This design comes from an exercise in tuning for small area, a short achievable clock period and few clock cycles per item on the open sky130 flow, not from production work. RTL that was checked went through simulation tests only; none was proved equivalent to the original.

north:
==> flow/design.v (excerpt) <==
module CPU(
				clk,
			  rst_n,
		   IO_stall,
         awid_m_inf,
       awaddr_m_inf,
       awsize_m_inf,
      awburst_m_inf,
        awlen_m_inf,
      awvalid_m_inf,
      awready_m_inf,
        wdata_m_inf,
        wlast_m_inf,
       wvalid_m_inf,
       wready_m_inf,
          bid_m_inf,
        bresp_m_inf,
       bvalid_m_inf,
       bready_m_inf,
         arid_m_inf,
       araddr_m_inf,
        arlen_m_inf,
       arsize_m_inf,
      arburst_m_inf,
      arvalid_m_inf,
      arready_m_inf, 
          rid_m_inf,
        rdata_m_inf,
        rresp_m_inf,
        rlast_m_inf,
       rvalid_m_inf,
       rready_m_inf 
);
input  wire clk, rst_n;
output reg  IO_stall;
parameter ID_WIDTH = 4, ADDR_WIDTH = 32, DATA_WIDTH = 16, DRAM_NUMBER = 2, WRIT_NUMBER = 1;
output wire [WRIT_NUMBER * ID_WIDTH-1:0]      awid_m_inf;
output wire [WRIT_NUMBER * ADDR_WIDTH-1:0]  awaddr_m_inf;
output wire [WRIT_NUMBER * 3 -1:0]          awsize_m_inf;
output wire [WRIT_NUMBER * 2 -1:0]         awburst_m_inf;
output wire [WRIT_NUMBER * 7 -1:0]           awlen_m_inf;
output wire [WRIT_NUMBER-1:0]              awvalid_m_inf;
input  wire [WRIT_NUMBER-1:0]              awready_m_inf;
output wire [WRIT_NUMBER * DATA_WIDTH-1:0]   wdata_m_inf;
output wire [WRIT_NUMBER-1:0]                wlast_m_inf;
output wire [WRIT_NUMBER-1:0]               wvalid_m_inf;
input  wire [WRIT_NUMBER-1:0]               wready_m_inf;
input  wire [WRIT_NUMBER * ID_WIDTH-1:0]       bid_m_inf;
input  wire [WRIT_NUMBER * 2 -1:0]           bresp_m_inf;
input  wire [WRIT_NUMBER-1:0]               bvalid_m_inf;
output wire [WRIT_NUMBER-1:0]               bready_m_inf;
  ...
Settings: LEC_CHECK=0, CAP_MARGIN=20, CORE_MARGIN=2, CORE_UTILIZATION=55.0, SETUP_SLACK_MARGIN=5, SLEW_MARGIN=20; clock period 10.0 ns.
standard.sh (not shown) runs the stock make flow with config.mk's settings and CLKGATE_MAP_FILE= SYNTH_SCRIPT=/design/flow/synth_recipe.tcl, a recipe that flattens the netlist after the stock synthesis.
==> flow/flow/run.sh <==
#!/bin/bash
# Standard layout, with timing repair aiming for a larger setup margin.
set -euo pipefail
bash standard.sh SETUP_SLACK_MARGIN=6 finish > standard_flow.log 2>&1
Testbench counts of north, summed over its fixed seeds: cycles 37,599, instructions 12,000.
### north -> south
==> flow/flow/run.sh <==
#!/bin/bash
# Standard layout, with timing repair aiming for a larger setup margin.
set -euo pipefail
bash standard.sh SETUP_SLACK_MARGIN=6.3 finish > standard_flow.log 2>&1
## What came out
south | status: complete | timing, DRC, antenna: pass. From north to south the numbers moved as follows: setup slack after layout rose by 0.099 ns; actual slew at the worst max-slew pin saw an increase; post-route minimum period decreased 0.099 ns. south has wire length of the first global-routing pass above what north had. south ends up with higher first-iteration DRC count than north does. After detailed routing, north needs less wire than south.

========
CPU, a different RTL version from the one above (not shown whole).
Size: about 5,500 cells after synthesis, roughly 1,000 flip-flops, about 230 I/O pins, about 59,000 sq um of cells after synthesis.
export LEC_CHECK = 0
export CAP_MARGIN = 20
export CORE_MARGIN = 2
export CORE_UTILIZATION = 55.0
export SETUP_SLACK_MARGIN = 5
export SLEW_MARGIN = 20
create_clock -name core_clock -period 10.0 [get_ports {clk}]
==> flow/flow/run.sh <==
#!/bin/bash
# Standard layout, with timing repair aiming for a larger setup margin.
set -euo pipefail
bash standard.sh SETUP_SLACK_MARGIN=6.3 finish > standard_flow.log 2>&1
Edit:
==> flow/flow/run.sh (replaced) <==
#!/bin/bash
# Standard layout, with timing repair aiming for a larger setup margin.
set -euo pipefail
bash standard.sh SETUP_SLACK_MARGIN=6 finish > standard_flow.log 2>&1
The new run finished clean. Final area is lower by 4.1%. Via count drops by 1.7%. Fmax goes down by 0.63%. Worst hold slack improves by 0.022 ns. Critical path depth drops by 1. Setup slack gets worse by 0.027 ns. Wire length falls by 2.2%. Sequential cell count is unchanged. Synthesized cell count does not change.
Function was not checked in any run of this note: the RTL went through the layout flow alone.

========
CPU, a different RTL version from the one above (not shown whole).
Size: ~5,900 cells after synthesis, roughly 0.061 sq mm of cells after synthesis.
// CPU
module CPU(
				clk,
			  rst_n,
		   IO_stall,
         awid_m_inf,
       awaddr_m_inf,
       awsize_m_inf,
      awburst_m_inf,
        awlen_m_inf,
      awvalid_m_inf,
      awready_m_inf,
        wdata_m_inf,
        wlast_m_inf,
       wvalid_m_inf,
       wready_m_inf,
          bid_m_inf,
        bresp_m_inf,
       bvalid_m_inf,
       bready_m_inf,
         arid_m_inf,
       araddr_m_inf,
        arlen_m_inf,
       arsize_m_inf,
      arburst_m_inf,
      arvalid_m_inf,
      arready_m_inf, 
          rid_m_inf,
        rdata_m_inf,
        rresp_m_inf,
        rlast_m_inf,
       rvalid_m_inf,
       rready_m_inf 
);
clock: 10.0 ns
lec_check: 0
cap_margin: 20
core_margin: 2
core_utilization: 55.0
setup_slack_margin: 5
slew_margin: 20
==> flow/flow/run.sh <==
#!/bin/bash
# Standard layout, with timing repair aiming for a larger setup margin.
set -euo pipefail
bash standard.sh SETUP_SLACK_MARGIN=6 finish > standard_flow.log 2>&1
Testbench counts at the start, summed over its fixed seeds: cycles 38,604, instructions 12,000.
==> next run, changes <==
==> flow/flow/run.sh (replaced) <==
#!/bin/bash
# Standard layout, with timing repair aiming for a larger setup margin.
set -euo pipefail
bash standard.sh SETUP_SLACK_MARGIN=6.2 finish > standard_flow.log 2>&1
--- a/flow/config.mk
+++ b/flow/config.mk
@@ -10 +10,4 @@
-export CORE_UTILIZATION = 55.0
+export CORE_UTILIZATION = 62.0
+export CTS_CLUSTER_DIAMETER = 120
+export CTS_CLUSTER_SIZE = 24
+export PLACE_DENSITY = 0.75
The new run completed with no timing, DRC or antenna violations. Non-clock buffer count went up by 70. Via count went up by about 2.8%. Final area went down by about 1.1%.
==> next run, changes <==
==> flow/flow/run.sh (replaced) <==
#!/bin/bash
# Standard layout, with timing repair aiming for a larger setup margin.
set -euo pipefail
bash standard.sh SETUP_SLACK_MARGIN=6 finish > standard_flow.log 2>&1
--- a/flow/config.mk
+++ b/flow/config.mk
@@ -10,4 +10,2 @@
-export CORE_UTILIZATION = 62.0
-export CTS_CLUSTER_DIAMETER = 120
-export CTS_CLUSTER_SIZE = 24
-export PLACE_DENSITY = 0.75
+export CORE_UTILIZATION = 55.0
+export PLACE_DENSITY = 0.7
What happened:
- The new run finished with timing, DRC and antenna clean
- flip-flop and latch count does not change
- first-iteration DRC count is lower by about 14%
- utilization is lower by 7.9 points
- design area stays flat
==> next run, changes <==
--- a/flow/config.mk
+++ b/flow/config.mk
@@ -10,0 +11,2 @@
+export CTS_CLUSTER_DIAMETER = 120
+export CTS_CLUSTER_SIZE = 24
After rerunning:
- cell area goes down by 3.1%
- via count is lower by 1.3%
- non-clock buffer count decreases by 6
==> next run, changes <==
--- a/flow/config.mk
+++ b/flow/config.mk
@@ -11,3 +11 @@
-export CTS_CLUSTER_DIAMETER = 120
-export CTS_CLUSTER_SIZE = 24
-export PLACE_DENSITY = 0.7
+export PLACE_DENSITY = 0.8
Effect: Setup slack got worse by 0.32 ns; final cell count grows by about 2%; wire length grows by about 4%; sequential share of layout area shrinks by 1.5 points.

separate check: timing with driven ports:
Ports are ideal in the flow. The routed layouts listed here were re-timed in OpenROAD.
Step 1, drivers: a clkbuf_16 drives clk and a buf_2 each remaining input, both assumed.
Step 2, shift: input delay + t, output delay - t, t = (earliest + latest rising clock arrival at the registers) / 2. This alone moves slack from input paths to output paths.
Three values: ideal, step 1, step 2; two values: the first two.
| run | t (ns) | setup WS [ns] | worst slew at a driven data input, ns |
|---|---|---|---|
| north | 0.802 | 5.956 / 5.956 / 5.275 | 0.07 |
| south | 0.839 | 6.055 / 6.055 / 5.362 | 0.09 |
| the first run of note 2 | 0.809 | 5.758 / 5.758 / 5.479 | 0.04 |
| the second run of note 2 | 0.797 | 5.731 / 5.731 / 5.411 | 0.06 |
| the first run of note 3 | 0.786 | 5.984 / 5.984 / 5.303 | 0.10 |
| the second run of note 3 | 0.788 | 5.955 / 5.955 / 5.483 | 0.04 |
| the third run of note 3 | 0.787 | 5.967 / 5.967 / 5.350 | 0.06 |
| the fourth run of note 3 | 0.791 | 5.947 / 5.947 / 5.378 | 0.06 |
| the fifth run of note 3 | 0.794 | 5.624 / 5.624 / 5.238 | 0.18 |
After both steps setup and hold are still met in every run listed. The setup slack of south, which loses most, moves by 0.000 ns with the drivers and by -0.693 ns with both steps.
